From an optimization exercise on the open Yosys and OpenROAD flow, aimed at small area and a short achievable clock period; shortcuts taken in it are not production practice. Power figures rest on the tool's default switching activity, not on a simulated workload. No driver is modelled on the clock port, so clocking that relies on it looks cheaper here than on a real chip.

==> 11-23 <==
// mul_A
module mul_A (CLK, RESETn, a, b, y);
	input CLK;
	input RESETn;
	input [31:0] a, b;
	output [63:0] y;
	reg [31:0] b0;
	reg d0_n0;
	reg d0_o0;
	reg d0_t0;
	reg d0_n1;
	reg d0_o1;
	reg d0_t1;
	reg d0_n2;
	reg d0_o2;
	reg d0_t2;
	reg d0_n3;
	reg d0_o3;
	reg d0_t3;
	reg d0_n4;
	reg d0_o4;
	reg d0_t4;
	reg a0_9;
	reg a0_10;
	reg a0_11;
	reg a0_12;
	reg a0_13;
	reg a0_14;
	reg a0_15;
	reg a0_16;
	reg a0_17;
	reg a0_18;
	reg a0_19;
	reg a0_20;
	reg a0_21;
	reg a0_22;
	reg a0_23;
	reg a0_24;
	reg a0_25;
	reg a0_26;
	reg a0_27;
	reg a0_28;
	reg a0_29;
	reg a0_30;
	reg a0_31;
	reg m1_0_0;
	reg m1_0_1;
	reg m1_1_0;
	reg m1_2_0;
	reg m1_2_1;
	reg m1_3_0;
	reg m1_3_1;
	reg m1_4_0;
	reg m1_4_1;
	reg m1_5_0;
	reg m1_5_1;
	reg m1_6_0;
	reg m1_6_1;
	reg m1_7_0;
	reg m1_7_1;
	reg m1_8_0;
	reg m1_8_1;
	reg m1_9_0;
	reg m1_9_1;
	reg m1_10_0;
	reg m1_10_1;
	reg m1_11_0;
	reg m1_11_1;
	reg m1_12_0;
	reg m1_12_1;
	reg m1_13_0;
	reg m1_13_1;
	reg m1_14_0;
	reg m1_14_1;
	reg m1_15_0;
	reg m1_15_1;
	reg m1_16_0;
	reg m1_16_1;
	reg m1_17_0;
	reg m1_17_1;
	reg m1_18_0;
  ...
clock: 5.0 ns
lec_check: 0
cap_margin: 20
core_margin: 2
core_utilization: 55
setup_slack_margin: 2.6
slew_margin: 20
run.sh (not shown) runs the stock make flow with config.mk's settings and CLKGATE_MAP_FILE= SYNTH_SCRIPT=/design/flow/synth_recipe.tcl, a recipe that flattens the netlist after the stock synthesis.
==> inputs of 07-25, as changes to 11-23 <==
--- a/flow/config.mk
+++ b/flow/config.mk
@@ -7,6 +7,5 @@
 export LEC_CHECK = 0
 export CAP_MARGIN = 20
 export CORE_MARGIN = 2
-export CORE_UTILIZATION = 55
-export SETUP_SLACK_MARGIN = 2.6
+export CORE_UTILIZATION = 40
 export SLEW_MARGIN = 20
==> comparison table <==
| quantity | 11-23 | 07-25 |
|---|---|---|
| Worst Path Required | 5.71 ns | 5.68 ns |
| Net switching component of the power | 0.0175 W | 0.0169 W |
| Worst setup startpoint | d1_t5$_DFF_P_ | d2_t12$_DFF_P_ |
| Non-filler instance count after layout | 7653 | 8167 |
| HPWL after DPL | 77700 µm | 75600 µm |
| Hold worst-path end | p9[36]$_DFF_P_ | p20[29]$_DFF_P_ |
| Fraction of power spent switching nets | 28.0% | 27.4% |
| Average via count per standard cell | 4.87 | 4.35 |
| Tightest slew margin relative to the limit | 40.8% | 24.5% |
| Final hold slack | 0.259 ns | 0.263 ns |
| LEAKAGE | 37.9 nW | 35.9 nW |
| Power in combinational cells | 0.0154 W | 0.0134 W |
| Die ar. | 137000 µm² | 188000 µm² |
| Post-layout instance area | 89400 µm² | 85400 µm² |
| Run status | timing/DRC/antenna clean | timing/DRC/antenna clean |
| GRT met3 Usage | 4.43% | 2.88% |
| Via count of the routed design | 37256 | 35512 |
| Depth of the worst register-to-register path | 7 | 8 |
| Worst Path Max Fanout | 7 | 19 |
| Comb pwr share | 24.6% | 21.7% |
| Stages on worst setup path | 7 | 8 |
| Start point of the worst min-delay path | p8[36]$_DFF_P_ | p19[29]$_DFF_P_ |
No functional check of the RTL was part of any run of this note.

* * *

==> inputs of ember <==
mul_A, a different RTL version from the one above (not shown whole).
==> flow/config.mk <==
export PLATFORM = sky130hd
export DESIGN_NAME = mul_A
export DESIGN_NICKNAME = mul_A
export VERILOG_FILES = /design/flow/design.v
export SDC_FILE = /design/flow/constraint.sdc
export NUM_CORES = 4
export LEC_CHECK = 0
export CAP_MARGIN = 20
export CORE_MARGIN = 2
export CORE_UTILIZATION = 55
export CTS_CLUSTER_DIAMETER = 120
export CTS_CLUSTER_SIZE = 32
export SETUP_SLACK_MARGIN = 2.85
export SLEW_MARGIN = 20
export SYNTH_HIERARCHICAL = 1
export SYNTH_MINIMUM_KEEP_SIZE = 0
==> flow/constraint.sdc <==
create_clock -name core_clock -period 5.0 [get_ports {CLK}]
set_input_delay 1.0000 -clock core_clock [delete_from_list [all_inputs] [get_ports {CLK}]]
set_output_delay 1.0000 -clock core_clock [all_outputs]
set_load 0.01 [all_outputs]
==> garnet: changes against ember <==
--- a/flow/design.v
+++ b/flow/design.v
@@ -784,16 +784,20 @@
 	reg q8_32;
 	reg q8_33;
 	reg q8_34;
 	reg q8_35;
 	reg q8_36;
 	reg q8_37;
 	reg q8_38;
 	reg q8_39;
+	reg q8_40;
+	reg q8_41;
+	reg q8_42;
+	reg q8_43;
 	reg q8_0;
 	reg q8_1;
 	reg q8_2;
 	reg q8_3;
 	reg q8_4;
 	reg q8_5;
 	reg q8_6;
 	reg q8_7;
@@ -812,24 +816,16 @@
 	reg q8_20;
 	reg q8_21;
 	reg q8_22;
 	reg q8_23;
 	reg q8_24;
 	reg q8_25;
 	reg q8_26;
 	reg q8_27;
-	reg q8_40_0;
-	reg q8_40_1;
-	reg q8_41_0;
-	reg q8_41_1;
-	reg q8_42_0;
-	reg q8_42_1;
-	reg q8_43_0;
-	reg q8_43_1;
 	reg q8_44_0;
 	reg q8_44_1;
 	reg q8_45_0;
 	reg q8_45_1;
 	reg q8_46_0;
 	reg q8_46_1;
 	reg q8_47_0;
 	reg q8_47_1;
@@ -2520,18 +2516,18 @@
 	wire s1627;
 	wire c1628;
 	wire s1629;
 	wire c1630;
 	wire s1631;
 	wire c1632;
 	wire s1633;
 	wire c1634;
-	wire [12:0] sum1635;
-	wire [24:0] sum1636;
+	wire [16:0] sum1635;
+	wire [20:0] sum1636;
 	wire [63:0] prod;
 	assign pp1 = (d0_o0 & b0[0]) ^ d0_n0;
 	assign pp2 = ((d0_o0 & b0[1]) | (d0_t0 & b0[0])) ^ d0_n0;
 	assign pp3 = ((d0_o0 & b0[2]) | (d0_t0 & b0[1])) ^ d0_n0;
 	assign pp4 = ((d0_o0 & b0[3]) | (d0_t0 & b0[2])) ^ d0_n0;
 	assign pp5 = ((d0_o0 & b0[4]) | (d0_t0 & b0[3])) ^ d0_n0;
 	assign pp6 = ((d0_o0 & b0[5]) | (d0_t0 & b0[4])) ^ d0_n0;
 	assign pp7 = ((d0_o0 & b0[6]) | (d0_t0 & b0[5])) ^ d0_n0;
@@ -3647,19 +3643,19 @@
 	fa us1619 (.a(m7_56_0), .b(m7_56_1), .ci(pp1559), .s(s1619), .co(c1620));
 	fa us1621 (.a(m7_57_0), .b(m7_57_1), .ci(pp1560), .s(s1621), .co(c1622));
 	fa us1623 (.a(m7_58_0), .b(m7_58_1), .ci(pp1561), .s(s1623), .co(c1624));
 	fa us1625 (.a(m7_59_0), .b(m7_59_1), .ci(pp1562), .s(s1625), .co(c1626));
 	fa us1627 (.a(m7_60_0), .b(m7_60_1), .ci(pp1563), .s(s1627), .co(c1628));
 	fa us1629 (.a(m7_61_0), .b(m7_61_1), .ci(pp1564), .s(s1629), .co(c1630));
 	fa us1631 (.a(m7_62_0), .b(m7_62_1), .ci(pp1565), .s(s1631), .co(c1632));
 	fa us1633 (.a(m7_63_0), .b(m7_63_1), .ci(pp1566), .s(s1633), .co(c1634));
-	assign sum1635 = {1'b0, {c1584, c1582, c1580, c1578, c1576, c1574, c1572, pp1535, c1568, nd7, m7_29_0, m7_28_0}} + {1'b0, {s1585, s1583, s1581, s1579, s1577, s1575, s1573, s1571, s1569, s1567, m7_29_1, m7_28_1}};
-	assign sum1636 = {{q8_63_0, q8_62_0, q8_61_0, q8_60_0, q8_59_0, q8_58_0, q8_57_0, q8_56_0, q8_55_0, q8_54_0, q8_53_0, q8_52_0, q8_51_0, q8_50_0, q8_49_0, q8_48_0, q8_47_0, q8_46_0, q8_45_0, q8_44_0, q8_43_0, q8_42_0, q8_41_0, q8_40_0}, 1'b1} + {{q8_63_1, q8_62_1, q8_61_1, q8_60_1, q8_59_1, q8_58_1, q8_57_1, q8_56_1, q8_55_1, q8_54_1, q8_53_1, q8_52_1, q8_51_1, q8_50_1, q8_49_1, q8_48_1, q8_47_1, q8_46_1, q8_45_1, q8_44_1, q8_43_1, q8_42_1, q8_41_1, q8_40_1}, q8_ci};
-	assign prod = {sum1636[24], sum1636[23], sum1636[22], sum1636[21], sum1636[20], sum1636[19], sum1636[18], sum1636[17], sum1636[16], sum1636[15], sum1636[14], sum1636[13], sum1636[12], sum1636[11], sum1636[10], sum1636[9], sum1636[8], sum1636[7], sum1636[6], sum1636[5], sum1636[4], sum1636[3], sum1636[2], sum1636[1], q8_39, q8_38, q8_37, q8_36, q8_35, q8_34, q8_33, q8_32, q8_31, q8_30, q8_29, q8_28, q8_27, q8_26, q8_25, q8_24, q8_23, q8_22, q8_21, q8_20, q8_19, q8_18, q8_17, q8_16, q8_15, q8_14, q8_13, q8_12, q8_11, q8_10, q8_9, q8_8, q8_7, q8_6, q8_5, q8_4, q8_3, q8_2, q8_1, q8_0};
+	assign sum1635 = {1'b0, {c1592, c1590, c1588, c1586, c1584, c1582, c1580, c1578, c1576, c1574, c1572, pp1535, c1568, nd7, m7_29_0, m7_28_0}} + {1'b0, {s1593, s1591, s1589, s1587, s1585, s1583, s1581, s1579, s1577, s1575, s1573, s1571, s1569, s1567, m7_29_1, m7_28_1}};
+	assign sum1636 = {{q8_63_0, q8_62_0, q8_61_0, q8_60_0, q8_59_0, q8_58_0, q8_57_0, q8_56_0, q8_55_0, q8_54_0, q8_53_0, q8_52_0, q8_51_0, q8_50_0, q8_49_0, q8_48_0, q8_47_0, q8_46_0, q8_45_0, q8_44_0}, 1'b1} + {{q8_63_1, q8_62_1, q8_61_1, q8_60_1, q8_59_1, q8_58_1, q8_57_1, q8_56_1, q8_55_1, q8_54_1, q8_53_1, q8_52_1, q8_51_1, q8_50_1, q8_49_1, q8_48_1, q8_47_1, q8_46_1, q8_45_1, q8_44_1}, q8_ci};
+	assign prod = {sum1636[20], sum1636[19], sum1636[18], sum1636[17], sum1636[16], sum1636[15], sum1636[14], sum1636[13], sum1636[12], sum1636[11], sum1636[10], sum1636[9], sum1636[8], sum1636[7], sum1636[6], sum1636[5], sum1636[4], sum1636[3], sum1636[2], sum1636[1], q8_43, q8_42, q8_41, q8_40, q8_39, q8_38, q8_37, q8_36, q8_35, q8_34, q8_33, q8_32, q8_31, q8_30, q8_29, q8_28, q8_27, q8_26, q8_25, q8_24, q8_23, q8_22, q8_21, q8_20, q8_19, q8_18, q8_17, q8_16, q8_15, q8_14, q8_13, q8_12, q8_11, q8_10, q8_9, q8_8, q8_7, q8_6, q8_5, q8_4, q8_3, q8_2, q8_1, q8_0};
 	always @(posedge CLK) begin
 		b0 <= b;
 		d0_n0 <= a[1];
 		d0_o0 <= a[0] ^ 1'b0;
 		d0_t0 <= (a[1] & ~a[0] & ~1'b0) | (~a[1] & a[0] & 1'b0);
 		d0_n1 <= a[3];
 		d0_o1 <= a[2] ^ a[1];
 		d0_t1 <= (a[3] & ~a[2] & ~a[1]) | (~a[3] & a[2] & a[1]);
@@ -4437,16 +4433,20 @@
 		q8_32 <= sum1635[4];
 		q8_33 <= sum1635[5];
 		q8_34 <= sum1635[6];
 		q8_35 <= sum1635[7];
 		q8_36 <= sum1635[8];
 		q8_37 <= sum1635[9];
 		q8_38 <= sum1635[10];
 		q8_39 <= sum1635[11];
+		q8_40 <= sum1635[12];
+		q8_41 <= sum1635[13];
+		q8_42 <= sum1635[14];
+		q8_43 <= sum1635[15];
 		q8_0 <= l7_0;
 		q8_1 <= l7_1;
 		q8_2 <= l7_2;
 		q8_3 <= l7_3;
 		q8_4 <= l7_4;
 		q8_5 <= l7_5;
 		q8_6 <= l7_6;
 		q8_7 <= l7_7;
@@ -4465,24 +4465,16 @@
 		q8_20 <= l7_20;
 		q8_21 <= l7_21;
 		q8_22 <= l7_22;
 		q8_23 <= l7_23;
 		q8_24 <= l7_24;
 		q8_25 <= l7_25;
 		q8_26 <= l7_26;
 		q8_27 <= l7_27;
-		q8_40_0 <= c1586;
-		q8_40_1 <= s1587;
-		q8_41_0 <= c1588;
-		q8_41_1 <= s1589;
-		q8_42_0 <= c1590;
-		q8_42_1 <= s1591;
-		q8_43_0 <= c1592;
-		q8_43_1 <= s1593;
 		q8_44_0 <= c1594;
 		q8_44_1 <= s1595;
 		q8_45_0 <= c1596;
 		q8_45_1 <= s1597;
 		q8_46_0 <= c1598;
 		q8_46_1 <= s1599;
 		q8_47_0 <= c1600;
 		q8_47_1 <= s1601;
@@ -4513,17 +4505,17 @@
 		q8_60_0 <= c1626;
 		q8_60_1 <= s1627;
 		q8_61_0 <= c1628;
 		q8_61_1 <= s1629;
 		q8_62_0 <= c1630;
 		q8_62_1 <= s1631;
 		q8_63_0 <= c1632;
 		q8_63_1 <= s1633;
-		q8_ci <= sum1635[12];
+		q8_ci <= sum1635[16];
 		p9 <= prod;
 		p10 <= p9;
 		p11 <= p10;
 		p12 <= p11;
 		p13 <= p12;
 		p14 <= p13;
 		p15 <= p14;
 		p16 <= p15;
==> summary.txt <==
	garnet	ember
Instance count after placement with tap cells included	6,723	6,700
# diodes	0	1
Number of DRC markers in iteration 0	1,444	1,538
Overall Global Routing Usage	0.153	0.151
Number of multi-input combinational cells in the layout	2,059	2,033
P_sw	14.6 mW	14.0 mW
Switching power as a share of total power	0.268	0.261
Number of global-route vias before repair	33,900	33,700
Clock latency reported for the late side of the worst-skew pair	0.76 ns	0.73 ns
Post-Layout Inst Area	82,200 um2	82,300 um2
Worst clock skew	0.0420 ns	0.0470 ns
Grt met1 use	0.199	0.200
Largest incremental delay on the critical path	0.53 ns	0.52 ns
Overall Power	54.3 mW	53.7 mW
Starting utilization of the core area	0.554	0.554
Detail Route met2 WL	53,500 um	51,300 um
Clk cell area share	0.0306	0.0301
Result of the run	timing/DRC/antenna clean	timing/DRC/antenna clean
Vias	33,300	33,000
Clock period minus final worst setup slack	2.45 ns	2.21 ns
Global-route wire length before repair	177,000 um	175,000 um
No run of this note included a check of the RTL's function; only the layout flow was run.

separate check: timing with driven ports:
How much do the figures lean on ideal ports? The routed layouts below were timed once more, with nothing changed but the port constraints.
Step 1 assumes that a clkbuf_16 drives the clock port and a buf_2 every other input.
Step 2 adds t to the input delays and takes it off the output delays; t is the mean of the earliest and latest rising clock arrival at the registers after step 1. Input paths then give back, and output paths get back, about the clock's delay inside the block.
a / b / c = ideal / step 1 / step 2; a / b = the first two.
run	t (ns)	setup slack, ns	latest minus earliest clock arrival (ns)
11-23	0.869	2.317 / 2.317 / 2.317	0.079 / 0.078
07-25	0.894	1.711 / 1.711 / 1.711	0.086 / 0.087
ember	0.789	2.791 / 2.756 / 2.791	0.047 / 0.048
garnet	0.808	2.548 / 2.548 / 2.548	0.048 / 0.048
After both steps every run listed still meets setup and hold.
